What follows belongs to an exercise in optimizing a design on an open flow for a short achievable clock period and few clock cycles per item; a production flow would make more cautious choices. The RTL was checked by simulation tests, not by an equivalence proof against the original design. No activity file was given, so power comes from the tool's default toggle rates.

==> run G: inputs <==
==> flow/design.v <==
module Module_of_product (
    input  wire         clk,
    input  wire         rst,
    input  wire         start,
    input  wire [256:0] Y,
    input  wire [256:0] N,
    output wire [256:0] o_result,
    output reg          done
);
    reg [256:0] cur;
    reg [256:0] n_r;
    reg [7:0]   cnt;
    reg         busy;
    wire [257:0] dbl = {cur, 1'b0};
    wire [257:0] dif;
    pfx_add #(.W(258)) u_sub (.a(dbl), .b(~{1'b0, n_r}), .ci(1'b1), .s(dif), .co());
    always @(posedge clk or posedge rst) begin
        if (rst) begin
            busy <= 1'b0;
            cnt  <= 8'd0;
            done <= 1'b0;
        end else begin
            done <= 1'b0;
            if (!busy) begin
                if (start) begin
                    busy <= 1'b1;
                    cnt  <= 8'd0;
                end
            end else begin
                cnt <= cnt + 8'd1;
                if (cnt == 8'd255) begin
                    busy <= 1'b0;
                    done <= 1'b1;
                end
            end
        end
    end
    always @(posedge clk) begin
        n_r <= N;
        if (!busy) cur <= Y;
        else       cur <= dif[257] ? dbl[256:0] : dif[256:0];
    end
    assign o_result = cur;
endmodule
module pfx_add #(parameter W = 16) (
    input  wire [W-1:0] a,
    input  wire [W-1:0] b,
    input  wire         ci,
    output reg  [W-1:0] s,
    output reg          co
);
    localparam L = (W + 1 > 256) ? 9 : (W + 1 > 128) ? 8 : (W + 1 > 64) ? 7 : (W + 1 > 32) ? 6 :
                   (W + 1 > 16) ? 5 : (W + 1 > 8) ? 4 : (W + 1 > 4) ? 3 : 2;
    reg [W:0] g, p, gn, pn, p0;
    integer k, i;
    always @(*) begin
        g  = {a & b, ci};
        p0 = {a ^ b, 1'b0};
        p  = p0;
        for (k = 0; k < L; k = k + 1) begin
            gn = g;
            pn = p;
            for (i = 0; i <= W; i = i + 1)
                if (i >= (1 << k)) begin
                    gn[i] = g[i] | (p[i] & g[i - (1 << k)]);
                    pn[i] = p[i] & p[i - (1 << k)];
                end
            g = gn;
            p = pn;
        end
        s  = p0[W:1] ^ g[W-1:0];
        co = g[W];
    end
endmodule
==> flow/run.sh <==
#!/bin/bash
# synth_recipe.tcl (not shown) runs the flow's synth.tcl, then flattens the netlist and writes it again
# the make line also repeats each setting of config.mk as NAME=value (left out here)
make -C /OpenROAD-flow-scripts/flow DESIGN_CONFIG=/design/flow/config.mk WORK_HOME=/design/flow/orfs CLKGATE_MAP_FILE= SYNTH_SCRIPT=/design/flow/synth_recipe.tcl finish
==> flow/config.mk <==
export PLATFORM = sky130hd
export DESIGN_NAME = Module_of_product
export DESIGN_NICKNAME = Module_of_product
export VERILOG_FILES = /design/flow/design.v
export SDC_FILE = /design/flow/constraint.sdc
export NUM_CORES = 4
export LEC_CHECK = 0
export ABC_CLOCK_PERIOD_IN_PS = 3000
export CAP_MARGIN = 20
export CORE_MARGIN = 2
export CORE_UTILIZATION = 40
export SETUP_SLACK_MARGIN = 2.0
export SLEW_MARGIN = 20
==> flow/constraint.sdc <==
create_clock -name core_clock -period 6.5 [get_ports {clk}]
set_input_delay 1.3000 -clock core_clock [delete_from_list [all_inputs] [get_ports {clk}]]
set_output_delay 1.3000 -clock core_clock [all_outputs]
set_load 0.01 [all_outputs]
==> inputs of run B, as changes to run G <==
==> flow/design.v, changed modules only <==
module Module_of_product (
    input  wire         clk,
    input  wire         rst,
    input  wire         start,
    input  wire [256:0] Y,
    input  wire [256:0] N,
    output wire [256:0] o_result,
    output reg          done
);
    reg [256:0] cur;
    reg [256:0] n_r;
    reg [7:0]   cnt;
    reg         busy;
    wire [257:0] dbl = {cur, 1'b0};
    wire [257:0] dif = dbl - {1'b0, n_r};
    always @(posedge clk or posedge rst) begin
        if (rst) begin
            busy <= 1'b0;
            cnt  <= 8'd0;
            done <= 1'b0;
        end else begin
            done <= 1'b0;
            if (!busy) begin
                if (start) begin
                    busy <= 1'b1;
                    cnt  <= 8'd0;
                end
            end else begin
                cnt <= cnt + 8'd1;
                if (cnt == 8'd255) begin
                    busy <= 1'b0;
                    done <= 1'b1;
                end
            end
        end
    end
    always @(posedge clk) begin
        n_r <= N;
        if (!busy) cur <= Y;
        else       cur <= dif[257] ? dbl[256:0] : dif[256:0];
    end
    assign o_result = cur;
endmodule
// module pfx_add removed
ABC_CLOCK_PERIOD_IN_PS = 2000   (was 3000)
SETUP_SLACK_MARGIN = 3.0   (was 2.0)
==> comparison <==
Between run G and run B, the lower critical path depth is in run B (gap 2).
In run B the combinational power is higher than in run G, by about 4%.
Of run G and run B, run G has the higher sequential share of layout area (gap 0.077 points).
Between run G and run B, the lower die area is in run B (gap about 0.33%, measured against run B).
Against run B, the final area of run G is smaller by about 0.32%.
Of run G and run B, run G has the higher count of clock-buffer cells in the layout (gap 3).
Between run G and run B, the lower fmax is in run B (gap about 8%, measured against run B).
Of run B and run G, run G has the higher clock power (gap 8.7%, measured against run G).
In run G the global-route usage is lower than in run B, by 0.55 points.
In run G the utilization is lower than in run B, by 0.84 points.
Of run B and run G, run G has the higher synthesized area (gap about 0.33%, measured against run G).
==> figures <==
Tapcell Cnt: run B 1,155; run G 1,165
Post-Synthesis Net Count: run B 5,659; run G 5,761
Reg2Reg Capture Point: run B cur[232]$_DFF_P_; run G cur[109]$_DFF_P_
Utilization of the core after routing: run B 60.3%; run G 59.4%
Met1 Use GR: run B 46.1%; run G 45.3%
Buffering stage count on the worst path with inverters included: run B 1; run G 6
Run status: run B finished clean; run G finished clean
Signal arrival time at the worst endpoint: run B 5.64 ns; run G 5.28 ns
Transition time at the pin with the least slew margin: run B 1.28 ns; run G 1.22 ns
Register area share after synthesis: run B 29.8%; run G 29.7%
Gpl congestion: run B 0.988; run G 1.03
Fraction of standard cell area in multi-input logic: run B 48.7%; run G 49.9%
Average wire per standard cell: run B 26.0 um; run G 26.8 um
Number of global-route vias before repair: run B 38,846; run G 39,265
Final design instance area without fill: run B 52,500 sq um; run G 52,400 sq um
Post-CTS resize count: run B 410; run G 210
Area taken by multi-input logic gates: run B 25,600 sq um; run G 26,100 sq um
Die height: run B 301 um; run G 302 um
Crit. Startpoint: run B cur[90]$_DFF_P_; run G n_r[1]$_DFF_P_
Nets@finish: run B 6,481; run G 6,535
Sum of net half-perimeters after detailed placement: run B 133,000 um; run G 138,000 um
Leakage power total: run B 21.8 nW; run G 21.2 nW
Pwr Total: run B 39.0 mW; run G 38.2 mW
Testbench counts of run G, summed over its fixed seeds: cycles 33,024, items 128.
Testbench counts of run B, summed over its fixed seeds: cycles 33,024, items 128.

-- re-timing with driven ports --
The results above use ideal ports. As a check the final layouts listed here were re-extracted and re-timed, cells and wires unchanged.
Step 1 (the two cells are an assumption about what drives the block):
set clk [get_ports {clk}]
set_driving_cell -lib_cell sky130_fd_sc_hd__clkbuf_16 $clk
set_driving_cell -lib_cell sky130_fd_sc_hd__buf_2 [delete_from_list [all_inputs] $clk]
Step 2 also shifts input and output timing later by t, the mid clock arrival at the registers, as if the neighbouring blocks saw the same clock.
Slacks: no drivers / after step 1 / after step 2; pairs: no drivers / after step 1.
run | t, ns | slack for setup (ns) | worst setup path after step 2 | slew at the worst register clock pin (ns)
run G | 0.751 | 1.782 / 1.782 / 1.782 | register to register | 0.07 / 0.07
run B | 0.729 | 1.404 / 1.404 / 1.404 | register to register | 0.07 / 0.07
After both steps every run listed still meets setup and hold.
